Source: an optimization exercise on an open RTL-to-GDS flow (aim: small area). Production flows keep margins and buffers that such runs may drop.
Function was checked by simulation only, so behaviour that the tests miss may differ from the original.
The clock input has no modelled driver; a real chip could not lean on it and would need a root buffer or a full tree.
No activity file was given, so power comes from the tool's default toggle rates.

Setup of job 1653:
==> flow/design.v (excerpt) <==
module main(
    input clk,
    input rst,        
    input [9:0] sw,   
    output reg [6:0] segmentos,
    output reg [7:0] anodos
);
clock: 10.0 ns
lec_check: 0
abc_area: 1
cap_margin: 20
core_margin: 2
core_utilization: 40
slew_margin: 20
run.sh (not shown) runs the stock make flow with config.mk's settings and CLKGATE_MAP_FILE= SYNTH_SCRIPT=/design/flow/synth_recipe.tcl, a recipe that flattens the netlist after the stock synthesis.
Job 1653 did not stop at any stage, and its layout met the timing, DRC and antenna checks.
Edits applied to the flow inputs when going from job 1653 to job 7657:
Settings: removing ABC_AREA (formerly 1).
==> flow/flow/run.sh (new file) <==
#!/bin/bash
# Own layout flow: the standard flow (standard.sh), with
#  - synthesis through flow/synth.tcl: the standard flow's synthesis script unchanged, except
#    that ABC maps the logic with an area-oriented script (flow/area.abc) and the
#    half/full-adder extraction is off (ADDER_MAP_FILE empty);
#  - the port buffers made from sky130_fd_sc_hd__buf_1;
#  - clock tree synthesis without dummy loads.
# Each tool's full output goes to the ORFS logs under orfs/logs, and make's
# output to flow_make.log in this folder.
set -euo pipefail
cd "$(dirname "$0")/.."
HERE=$(pwd)
bash standard.sh \
  "SYNTH_SCRIPT=$HERE/flow/synth.tcl" \
  "ADDER_MAP_FILE=" \
  "BUFFER_PORTS_ARGS=-buffer_cell sky130_fd_sc_hd__buf_1" \
  "CTS_ARGS=-sink_clustering_enable -repair_clock_nets -dont_use_dummy_load -sink_clustering_size 50 -sink_clustering_max_diameter 500 -buf_list sky130_fd_sc_hd__clkbuf_8" \
  finish > "$HERE/flow_make.log" 2>&1
==> flow/flow/area.abc (new file) <==
strash
dc2
&get -n
&dch -f
&nf -a -R 1000
&put
strash
&get -n
&dch -f
&nf -a -R 1000
&put
topo
==> flow/flow/synth.tcl (new file) <==
# The standard flow's synthesis script (synth_recipe.tcl in the work folder), with ABC's
# mapping script replaced by flow/area.abc. Registers are mapped before ABC
# runs, so they are the same as the standard synthesis's.
set own_abc_script [file join [file dirname [info script]] area.abc]
proc abc {args} {
  set i [lsearch -exact $args -script]
  if { $i >= 0 } {
    set args [lreplace $args $i [expr { $i + 1 }] -script $::own_abc_script]
  }
  yosys abc {*}$args
}
source [file join [file dirname [file dirname [info script]]] synth_recipe.tcl]
==> flow/standard.sh (new file) <==
#!/bin/bash
# synth_recipe.tcl (not shown) runs the flow's synth.tcl, then flattens the netlist and writes it again
# the make line also repeats each setting of config.mk as NAME=value (left out here)
make -C /OpenROAD-flow-scripts/flow DESIGN_CONFIG=/design/flow/config.mk WORK_HOME=/design/flow/orfs CLKGATE_MAP_FILE= SYNTH_SCRIPT=/design/flow/synth_recipe.tcl "${@:-finish}"
removed: flow/run.sh
Findings:
The area of the multi-input gates in job 7657 was lower than what job 1653 gave. Job 7657 vs. job 1653: global router's overall resource usage increased by 1.7 points relative to the old numbers, final critical delay including setup and external delays decreased 0.29 ns. Job 7657 ended with less via count of the first global-routing pass than job 1653. Measured against job 7657, the standard-cell row count of job 1653 comes out at 1.15 times the reference value. Job 7657 vs. job 1653: initial core utilization has increased, combinational cell fraction of total power has decreased. Looking at start-to-end type of the worst setup path, the input pin to primary output result is from job 1653; the register to primary output one comes from job 7657. On final worst-path setup slack, job 1653 loses to job 7657.
Here is what was changed in the inputs of job 4842 compared with job 7657.
Settings: putting CTS_BUF_LIST at sky130_fd_sc_hd__clkbuf_8 where nothing was set; putting ABC_AREA at 1 where nothing was set; putting CTS_CLUSTER_DIAMETER at 300 where nothing was set; putting CTS_CLUSTER_SIZE at 50 where nothing was set.
==> flow/run.sh (new file) <==
#!/bin/bash
# synth_recipe.tcl (not shown) runs the flow's synth.tcl, then flattens the netlist and writes it again
# the make line also repeats each setting of config.mk as NAME=value (left out here)
make -C /OpenROAD-flow-scripts/flow DESIGN_CONFIG=/design/flow/config.mk WORK_HOME=/design/flow/orfs CLKGATE_MAP_FILE= SYNTH_SCRIPT=/design/flow/synth_recipe.tcl finish
removed: flow/flow/run.sh
removed: flow/flow/area.abc
removed: flow/flow/synth.tcl
removed: flow/standard.sh
### Flow results
- Looking only at synthesized cell count, and setting everything else aside, the lower value of job 4842 and job 7657 goes to job 7657.
- For largest net degree at the start of global routing, dividing the value from job 4842 by the value from job 7657 gives 0.853.
- In the reports for job 4842 and job 7657, the smaller register area share after synthesis belongs to job 4842.
- Between job 4842 and job 7657, minimum period implied by the final worst setup slack is lower for job 7657, job 4842 comes in above that.
- Setup slack: job 4842 lower than job 7657
- | synthesized-area fraction occupied by and/or/nand/nor cells | lower: job 4842 |
- Measured against each other, job 4842 and job 7657 differ in fraction of area in registers, the lower figure coming from job 4842.
- Taking job 7657 as the reference point, the tap cell count of job 4842 rises by about 38%.
- Worst setup slack after placement delta (job 4842 − job 7657): unfavourable

* * *

Setup of job 103:
The RTL this note starts from:
==> flow/design.v <==
`timescale 1ns / 1ps
module main(
    input clk,
    input rst,        
    input [9:0] sw,   
    output reg [6:0] segmentos,
    output reg [7:0] anodos
);
    reg [1:0] ph;
    reg [11:0] c;
    always @(posedge clk) begin
        ph <= rst ? 2'b00 : {ph[0], ~ph[1]};
        c  <= rst ? 12'd0 : c + {11'd0, ph == 2'b10};
    end
    wire ts  = (ph == 2'b11);                  
    wire ta1 = (ph == 2'b00) && (c == 12'h800);  
    wire cap = ts && (c[8:0] == 9'h000);       
    wire app = ts && (c[8:0] == 9'h002);       
    wire err   = (sw[7] & sw[8]) | (sw[7] & sw[9]) | (sw[8] & sw[9]);
    wire m_err = sw[0] & err;
    wire m_a3  = sw[0] & ~err & sw[9];
    wire m_a2  = sw[0] & ~err & sw[8];
    wire m_a1  = sw[0] & ~err & sw[7];
    wire m_nom = sw[0] & ~(sw[7] | sw[8] | sw[9]);
    localparam [2:0] G_NONE = 3'd0, G_ERR = 3'd1, G_A2 = 3'd2, G_A3 = 3'd3, G_NOM = 3'd4;
    reg [2:0] g;       
    reg [2:0] k;       
    reg [2:0] n;       
    always @(posedge clk) begin
        if (rst) begin
            g <= G_NONE;
            n <= 3'd1;
        end else if (ts) begin
            if (m_err) begin
                k <= (g == G_ERR && k != 3'd4) ? k + 3'd1 : 3'd0;
                g <= G_ERR;
            end else if (m_a2) begin
                k <= (g == G_A2) ? k + 3'd1 : 3'd0;
                g <= G_A2;
            end else if (m_a3) begin
                k <= (g == G_A3) ? k + 3'd1 : 3'd0;
                g <= G_A3;
            end else if (m_nom) begin
                k <= n;
                n <= (n == 3'd5) ? 3'd1 : n + 3'd1;
                g <= G_NOM;
            end else begin
                g <= G_NONE;
            end
        end
    end
    reg       f;       
    reg [2:0] p;       
    reg [3:0] w;       
    always @(posedge clk) begin
        if (cap) f <= c[9] ? m_a2 : (c[10] & m_a3);
        if (rst) begin
            p <= 3'd0;
            w <= 4'd7;
        end else begin
            if (app & f & c[9]) p <= p + 3'd1;
            if (w == 4'd7) begin
                if (ts & c[0]) w <= 4'd0;      
            end else if (app & f & ~c[9]) begin
                w <= (w == 4'd4) ? 4'd8 : w + 4'd1;
            end
        end
    end
    reg [2:0] a;       
    reg [2:0] m;       
    always @(posedge clk) begin
        if (rst) begin
            a <= 3'd0;
            m <= 3'd0;
        end else if (ta1) begin
            if (m_a1) begin
                a <= (a == 3'd5) ? 3'd1 : a + 3'd1;
                if (a == 3'd5 && m != 3'd5) m <= m + 3'd1;
            end else begin
                a <= 3'd0;
                m <= 3'd0;
            end
        end
    end
    function [6:0] name(input [2:0] t);    
        case (t)
            3'd1: name = 7'b0001000;  
            3'd2: name = 7'b1100011;  
            3'd3: name = 7'b1111011;  
            default: name = 7'b0100001;  
        endcase
    endfunction
    function [6:0] error_l(input [2:0] x);
        case (x)
            3'd0: error_l = 7'b0000110;  
            3'd3: error_l = 7'b1000000;  
            default: error_l = 7'b0101111;  
        endcase
    endfunction
    wire match = (m_err & g == G_ERR) | (m_a2 & g == G_A2) |
                 (m_a3 & g == G_A3) | (m_nom & g == G_NOM);
    wire on = m_a1 ? (a != 3'd0) : match;
    wire [2:0] pos = m_a1 ? a : k;
    wire [2:0] o2 = p[2] ? 3'd0 - p : p;   
    reg [3:0] base;
    always @(*) begin
        if (m_a1)           base = 4'hF;                   
        else if (g == G_A2) base = {1'b0, o2} - 4'd3;
        else if (g == G_A3) base = w;
        else                base = 4'hF;                   
    end
    wire [3:0] t = {1'b0, pos} + base;
    wire show1 = (m >= a);
    wire valid = (t <= 4'd4) & (~m_a1 | show1);
    always @(*) begin
        segmentos = 7'b1111111;
        anodos = 8'b11111111;
        if (on) begin
            anodos = ~(8'h80 >> pos);
            if (~m_a1 & g == G_ERR) segmentos = error_l(k);
            else if (valid)         segmentos = name(t[2:0]);
        end
    end
endmodule
export LEC_CHECK = 0
export CAP_MARGIN = 20
export CORE_MARGIN = 2
export CORE_UTILIZATION = 40
export SLEW_MARGIN = 20
create_clock -name core_clock -period 10.0 [get_ports {clk}]
standard.sh (not shown) runs the stock make flow with config.mk's settings and CLKGATE_MAP_FILE= SYNTH_SCRIPT=/design/flow/synth_recipe.tcl, a recipe that flattens the netlist after the stock synthesis.
==> flow/flow/run.sh <==
#!/bin/bash
# Own layout flow: the standard flow (standard.sh), with
#  - synthesis through flow/synth.tcl: the standard flow's synthesis script unchanged, except
#    that ABC is run several times (deep AIG synthesis with different seeds,
#    then area-oriented mapping) and the smallest result is kept, and the
#    half/full-adder extraction is off (ADDER_MAP_FILE empty);
#  - the port buffers made from sky130_fd_sc_hd__buf_1;
#  - in place of a clock tree, two clock buffers that the clock port drives,
#    each driving the registers of one half of the layout (flow/clkbuf.tcl,
#    run as the CTS step's PRE_CTS_TCL hook).
# Each tool's full output goes to the ORFS logs under orfs/logs, and make's
# output to flow_make.log in this folder.
set -euo pipefail
cd "$(dirname "$0")/.."
HERE=$(pwd)
bash standard.sh \
  "SYNTH_SCRIPT=$HERE/flow/synth.tcl" \
  "ADDER_MAP_FILE=" \
  "BUFFER_PORTS_ARGS=-buffer_cell sky130_fd_sc_hd__buf_1" \
  "PRE_CTS_TCL=$HERE/flow/clkbuf.tcl" \
  finish > "$HERE/flow_make.log" 2>&1
==> flow/flow/clkbuf.tcl <==
# Clock buffering in place of a clock tree: the registers are split into
# two groups by position (halves along x), and the clock port
# drives one buffer per group, placed at the group's centre.
proc clock_tree_synthesis {args} {
  set cell sky130_fd_sc_hd__clkbuf_16
  set ngroups 2
  set block [ord::get_db_block]
  set clknet [$block findNet clk]
  set master [[ord::get_db] findMaster $cell]
  set sinks {}
  foreach it [$clknet getITerms] {
    set bb [[$it getInst] getBBox]
    lappend sinks [list $it [expr {([$bb xMin] + [$bb xMax]) / 2}] [expr {([$bb yMin] + [$bb yMax]) / 2}]]
  }
  # split into groups: halve along x, then along y, ...
  set groups [list $sinks]
  set axis 1
  while {[llength $groups] < $ngroups} {
    set next {}
    foreach g $groups {
      set s [lsort -integer -index $axis $g]
      set h [expr {[llength $s] / 2}]
      lappend next [lrange $s 0 [expr {$h - 1}]] [lrange $s $h end]
    }
    set groups $next
    set axis [expr {3 - $axis}]
  }
  set gi 0
  foreach g $groups {
    set inst [odb::dbInst_create $block $master clkbuf_g$gi]
    set net [odb::dbNet_create $block clk_g$gi]
    $net setSigType CLOCK
    set sx 0; set sy 0
    foreach s $g {
      set it [lindex $s 0]
      $it disconnect
      $it connect $net
      set sx [expr {$sx + [lindex $s 1]}]
      set sy [expr {$sy + [lindex $s 2]}]
    }
    set n [llength $g]
    [$inst findITerm A] connect $clknet
    [$inst findITerm X] connect $net
    $inst setLocation [expr {$sx / $n}] [expr {$sy / $n}]
    $inst setPlacementStatus PLACED
    puts "clock buffer clkbuf_g$gi ($cell) drives $n registers"
    incr gi
  }
  set_propagated_clock [all_clocks]
}
Other scripts of this flow, unchanged in this note and not shown: flow/flow/synth.tcl
Input-level comparison between job 102 and job 103:
# job 103
export LEC_CHECK = 0
export CAP_MARGIN = 20
export CORE_MARGIN = 2
export CORE_UTILIZATION = 40
export SLEW_MARGIN = 20
create_clock -name core_clock -period 10.0 [get_ports {clk}]
# job 102
export LEC_CHECK = 0
export CAP_MARGIN = 20
export CORE_MARGIN = 2
export CORE_UTILIZATION = 40
export PLACE_DENSITY = 0.75
export SLEW_MARGIN = 20
create_clock -name core_clock -period 10.0 [get_ports {clk}]
diff --git a/flow/flow/clkbuf.tcl b/flow/flow/clkbuf.tcl
--- a/flow/flow/clkbuf.tcl
+++ b/flow/flow/clkbuf.tcl
@@ -4,4 +4,4 @@
 proc clock_tree_synthesis {args} {
-  set cell sky130_fd_sc_hd__clkbuf_16
-  set ngroups 2
+  set cell sky130_fd_sc_hd__clkbuf_4
+  set ngroups 4
   set block [ord::get_db_block]
Notes after the runs:
Ratio of cells with drive above 1 in the final layout: job 102 higher than job 103
Job 102 vs job 103: global-route wire length before repair down by a little under 10%
Largest stage delay on the critical path ended up 0.03 ns higher on job 102 than on job 103.
In every run of this note, the design's own scripts or RTL, not TritonCTS, make the clock network.

==> afterwards: timing with drivers on the ports <==
How much do the figures lean on ideal ports? The routed layouts below were timed once more, with nothing changed but the port constraints. Step 1: set_driving_cell puts a clkbuf_16 on clk and a buf_2 on each other input, an assumption about the parent block. Step 2 times the ports against the registers' clock, not the clock port: input delays grow and output delays shrink by t, the midpoint of the rising clock arrivals with the driver on. Slacks: no drivers / after step 1 / after step 2; pairs: no drivers / after step 1.
run | shift t [ns] | slack for setup (ns) | worst hold slack (ns) | clock arrival spread, ns | worst register clock-pin slew, ns
job 1653 | 0.311 | 3.337 / 3.309 / 3.309 | 0.449 / 0.449 / 0.449 | 0.011 / 0.011 | 0.08 / 0.08
job 7657 | 0.308 | 3.626 / 3.597 / 3.906 | 0.464 / 0.464 / 0.464 | 0.009 / 0.009 | 0.07 / 0.07
job 4842 | 0.311 | 3.329 / 3.302 / 3.302 | 0.449 / 0.449 / 0.449 | 0.011 / 0.011 | 0.08 / 0.08
job 103 | 0.186 | 2.460 / 2.441 / 2.441 | 0.455 / 0.455 / 0.455 | 0.010 / 0.009 | 0.08 / 0.08
job 102 | 0.205 | 2.478 / 2.455 / 2.455 | 0.448 / 0.448 / 0.448 | 0.013 / 0.013 | 0.10 / 0.10
After both steps setup and hold are still met in every run listed. For job 1653, which loses most, drivers alone change the setup slack by -0.028 ns; drivers and shift together by -0.028 ns.
